Context: an optimization exercise on an open-source flow, tuned for small area and a short achievable clock period. The choices shown serve that exercise and are no tape-out recipe. Only simulation tests tie the RTL to the original design; equivalence was not proved.

==> flow/design.v <==
module clock_divider #(parameter BASE_SPEED = 50000000) (input logic clk, input logic[19:0] speed, input logic reset, output logic outClk);
		localparam counterBits = $clog2(BASE_SPEED);
		logic[(counterBits-1):0] counter;
		logic newClk, rstTrigger, counterRst;
		logic[3:0] shiftReg;
		always @(posedge clk)
		begin
			if (shiftReg == 4'b1111) 
			begin 
				rstTrigger <= 1;
				counter <= 0;
			end
			else if (counterRst)
			begin
				rstTrigger <= 0;
				counter <= 0;
			end
			else 
			begin 
				rstTrigger <= 0;
				counter <= counter + 1; 
			end
			shiftReg <= {shiftReg[2:0], reset};
		end
		always_comb
		begin
			if (rstTrigger) 
			begin 
				newClk = 1'b0; 
				counterRst = 1'b0;
			end
			else if (speed == 0) 
			begin 
				newClk = 1'b0; 
				counterRst = 1'b0;
			end
			else if (counter <= ((BASE_SPEED / speed) / 2))
			begin
				newClk = 1'b0;
				counterRst = 1'b0;
			end
			else if (counter <= (BASE_SPEED / speed)) 
			begin 
				newClk = 1'b1; 
				counterRst = 1'b0;
			end
			else 
			begin 
				newClk = 1'b0;
				counterRst = 1'b1;
			end
		end
		assign outClk = newClk;
endmodule
==> flow/run.sh <==
#!/bin/bash
# synth_recipe.tcl (not shown) runs the flow's synth.tcl, then flattens the netlist and writes it again
# the make line also repeats each setting of config.mk as NAME=value (left out here)
make -C /OpenROAD-flow-scripts/flow DESIGN_CONFIG=/design/flow/config.mk WORK_HOME=/design/flow/orfs CLKGATE_MAP_FILE= SYNTH_SCRIPT=/design/flow/synth_recipe.tcl finish
==> flow/config.mk <==
export PLATFORM = sky130hd
export DESIGN_NAME = clock_divider
export DESIGN_NICKNAME = clock_divider
export VERILOG_FILES = /design/flow/design.v
export SDC_FILE = /design/flow/constraint.sdc
export NUM_CORES = 4
export LEC_CHECK = 0
export CAP_MARGIN = 20
export CORE_MARGIN = 2
export CORE_UTILIZATION = 40
export SLEW_MARGIN = 20
==> flow/constraint.sdc <==
create_clock -name core_clock -period 140.0 [get_ports {clk}]
set_input_delay 28.0000 -clock core_clock [delete_from_list [all_inputs] [get_ports {clk}]]
set_output_delay 28.0000 -clock core_clock [all_outputs]
set_load 0.01 [all_outputs]
==> metrics.csv <==
metric,value,unit
run status,no timing/DRC/antenna violations,
1st-pass router iterations,7,
Via density,6.09,
dpl ws,-1.04,ns
routed wire length,103000,µm
core area,71400,µm²
worst skew pair latency,0.29,ns
Area Growth Syn to Fin,12.1,%
Post-Syn Area per Cell,6.88,µm²
Post-synth EDFFs,0,
diodes inserted,0,
Inserted Clock Buffers,5,
total stage count of the critical path,399,
routability-driven placement congestion ratio,0.982,
Syn Inst Count,4183,
global-route wire length before repair,158000,µm
overall routing resource usage,0.260,
nets@finish,4808,
most frequent cells in the layout,"ha_1, nor2_1, nand2_1",
DR vias,32089,
Yosys cell types,118,
Die Area,74100,µm²
"Top FF cell, synth",dfxtp_1,
post-route ant nets,0,
DR WL/cell,19.5,µm
CP endpoint kind,output pin,
Slowest cell on crit path,or4b_4,
IO Count,23,
number of buffers inserted by hold repair at cts,0,
"commonest non-fill, non-tap cell in the layout",ha_1,
"Cell Area, Synth",28800,µm²
worst r2r path cells,22,
CP Launch Type,input pin,
DP Area,30900,µm²
"Clk pin slew, worst setup/hold paths",0.06,ns
final worst path period share,0.967,
CTS root buf,clkbuf_16,
fmax,0.00739,GHz
endpoints failing hold,0,
worst stage delay on the critical path,0.61,ns
starting density of the core,0.403,
DIE WIDTH,272,µm
max layer used,met4,
Setup TNS Final,0,ns
synth warn,1,
HP Class,reg2reg,
metal3 WL,4970,µm
"Seq/Total Area, Yosys",0.0216,
row cnt,98,
htree depth,2,
Max transition margin,0.414,
TritonCTS clock tree,done,
# Max-Cap Violations,0,
DRT iter0 DRCs,2492,
Slew @ Worst Pin,0.878,ns
WP data required,112.00,ns
hold path depth,0,
post-route cell area,32300,µm²
number of global-route vias before repair,29529,
Sink Count,31,
number of remaining DRC errors,0,
Max Transition Viols Final,0,
Crit Path Max Fanout,39,
IO Port Bufs,22,
CP Buf/Inv Count,28,
post-DP HPWL,79300,µm
final worst slack,4.62,ns
met2 WL,47300,µm
crit-path leading delay family,compound AO/OA/AOI/OAI gates,
antenna violations before repair,1,
Crit Path Category,in2out,
largest net degree at the start of global routing,65,
"most used cell, CP",o21a_1,
endpoints failing setup,0,
Worst R2R Setup Slack,135.66,ns
GRT Residual Overflow,0,
Post-Syn Nets,4675,
share of cells above drive strength 1,0.123,
DRT met1 WL,46500,µm
Filler Cell Count,7453,
"FFs w/ async S/R, synth",0,
#FFs+latches synth,31,
Crit path arrival time,107.38,ns
worst clock skew,0.00853,ns
Die H,272,µm
minimum clock period,135.38,ns
CTS max path bufs,2,
through the flow:
step	cells	hold WS [ns]	util
after detailed placement	5197	0.334	0.433
after global routing	5267	0.352	0.452
after CTS	5210	0.349	0.436
after floorplan	4183	0.324	-
after global placement	5197	0.327	0.432
final	5267	0.345	0.452
routing by layer:
metal | track usage | vias to the layer above
met5 | 0 | -
met4 | 0.0869 | 0
met3 | 0.0160 | 228
met2 | 0.446 | 931
met1 | 0.345 | 14978
li1 | - | 15952
area by class of cell:
cell class / instances / area (µm²) / share of cell area
clock buffer: 6 / 139 / 0.00430
clock inverter: 2 / 35.0 / 0.00109
timing repair buffer: 223 / 1800 / 0.0558
inverter: 155 / 622 / 0.0193
sequential: 31 / 621 / 0.0192
tap: 950 / 1190 / 0.0368
multi-input combinational: 3897 / 27800 / 0.863
timing repair inverter: 3 / 25.0 / 0.000776
cell usage after synthesis (9+ instances only):
library cell    n  share of area
nand2_1       435          0.057
nor2b_1        61          0.013
o22ai_1        19         0.0041
nor2_1        439          0.057
and2_1         48          0.010
mux2i_1        29          0.010
mux2_2        104          0.041
buf_2          19         0.0033
ha_1          470           0.20
xnor2_1       184          0.056
o21a_1        137          0.036
a31oi_1        40         0.0087
a211o_1        10         0.0030
a21oi_1       327          0.057
o211ai_1       45          0.012
nand2b_1      116          0.025
nand4_1        54          0.012
and3_1         45         0.0098
nor3_1        124          0.022
o21bai_1       30         0.0078
o21ai_1        15         0.0026
o31a_1         12         0.0037
dfxtp_1        31          0.022
or4_1          10         0.0026
o31ai_1        86          0.022
a31o_2         16         0.0049
a311oi_1       12         0.0037
o221ai_1       10         0.0030
buf_1          21         0.0027
xor2_1        112          0.034
inv_2           9         0.0012
or3_1          34         0.0074
a41oi_1        11         0.0033
a211oi_1       46          0.012
a21boi_0       30         0.0078
a22oi_1        11         0.0029
and4_1         17         0.0052
nor4_1         21         0.0046
a21o_1        133          0.035
or2_2          20         0.0043
nand3_1        98          0.017
clkbuf_1       52         0.0068
inv_1         143          0.019
o21ai_0       286          0.050
o2111ai_1      14         0.0043
logic make-up (layout without fill, tap and decap cells):
family / count (synthesis) / in the layout / synth area share
AO/OA/AOI/OAI: 1416 / 1416 / 0.330
XOR/XNOR: 297 / 297 / 0.0906
adder cells (fa/ha/maj): 470 / 470 / 0.204
buffers and inverters: 257 / 389 / 0.0363
flip-flops: 31 / 31 / 0.0216
multiplexers: 135 / 135 / 0.0518
other: 1 / 1 / 0.000130
AND/OR/NAND/NOR: 1576 / 1578 / 0.265
worst paths after layout:
| path | start | endpoint |
|---|---|---|
| worst max-delay path | speed[12] | outClk |
| worst max register to register | counter[1] | counter[23] |
| worst min-delay path | shiftReg[1] | shiftReg[2] |
| worst min register to register | shiftReg[1] | shiftReg[2] |
state kept, by name, summed over array words and instances (netlist names):
| signal | cells |
|---|---|
| counter | 26 |
| rstTrigger | 1 |
| shiftReg | 4 |
repair_timing:
item,in CTS,in global routing
gates resized for setup,10,162
setup buffers,5,52
endpoints found under the hold margin,0,0
setup endpoints to repair,1,1
gates cloned,0,5
pin swaps,1,40

==> static timing again, ports no longer ideal <==
How much do the figures lean on ideal ports? The routed layout below was timed once more, with nothing changed but the port constraints. Step 1 (the two cells are an assumption about what drives the block):
set clk [get_ports {clk}]
set_driving_cell -lib_cell sky130_fd_sc_hd__clkbuf_16 $clk
set_driving_cell -lib_cell sky130_fd_sc_hd__buf_2 [delete_from_list [all_inputs] $clk]
Step 2 moves the port delays by t, midway between the first and last clock arrival at a register: inputs arrive t later, outputs are due t later. That takes back most of the time a late clock gives input paths. Slacks: ideal ports / drivers / drivers and shift; pairs: ideal ports / drivers.
shift t [ns]: 0.326
slack for setup (ns): 4.625 / 4.600 / 4.600
clock arrival spread, ns: 0.008 / 0.008
After both steps setup and hold are still met in this run. The setup slack of this run moves by -0.025 ns with the drivers and by -0.025 ns with both steps.
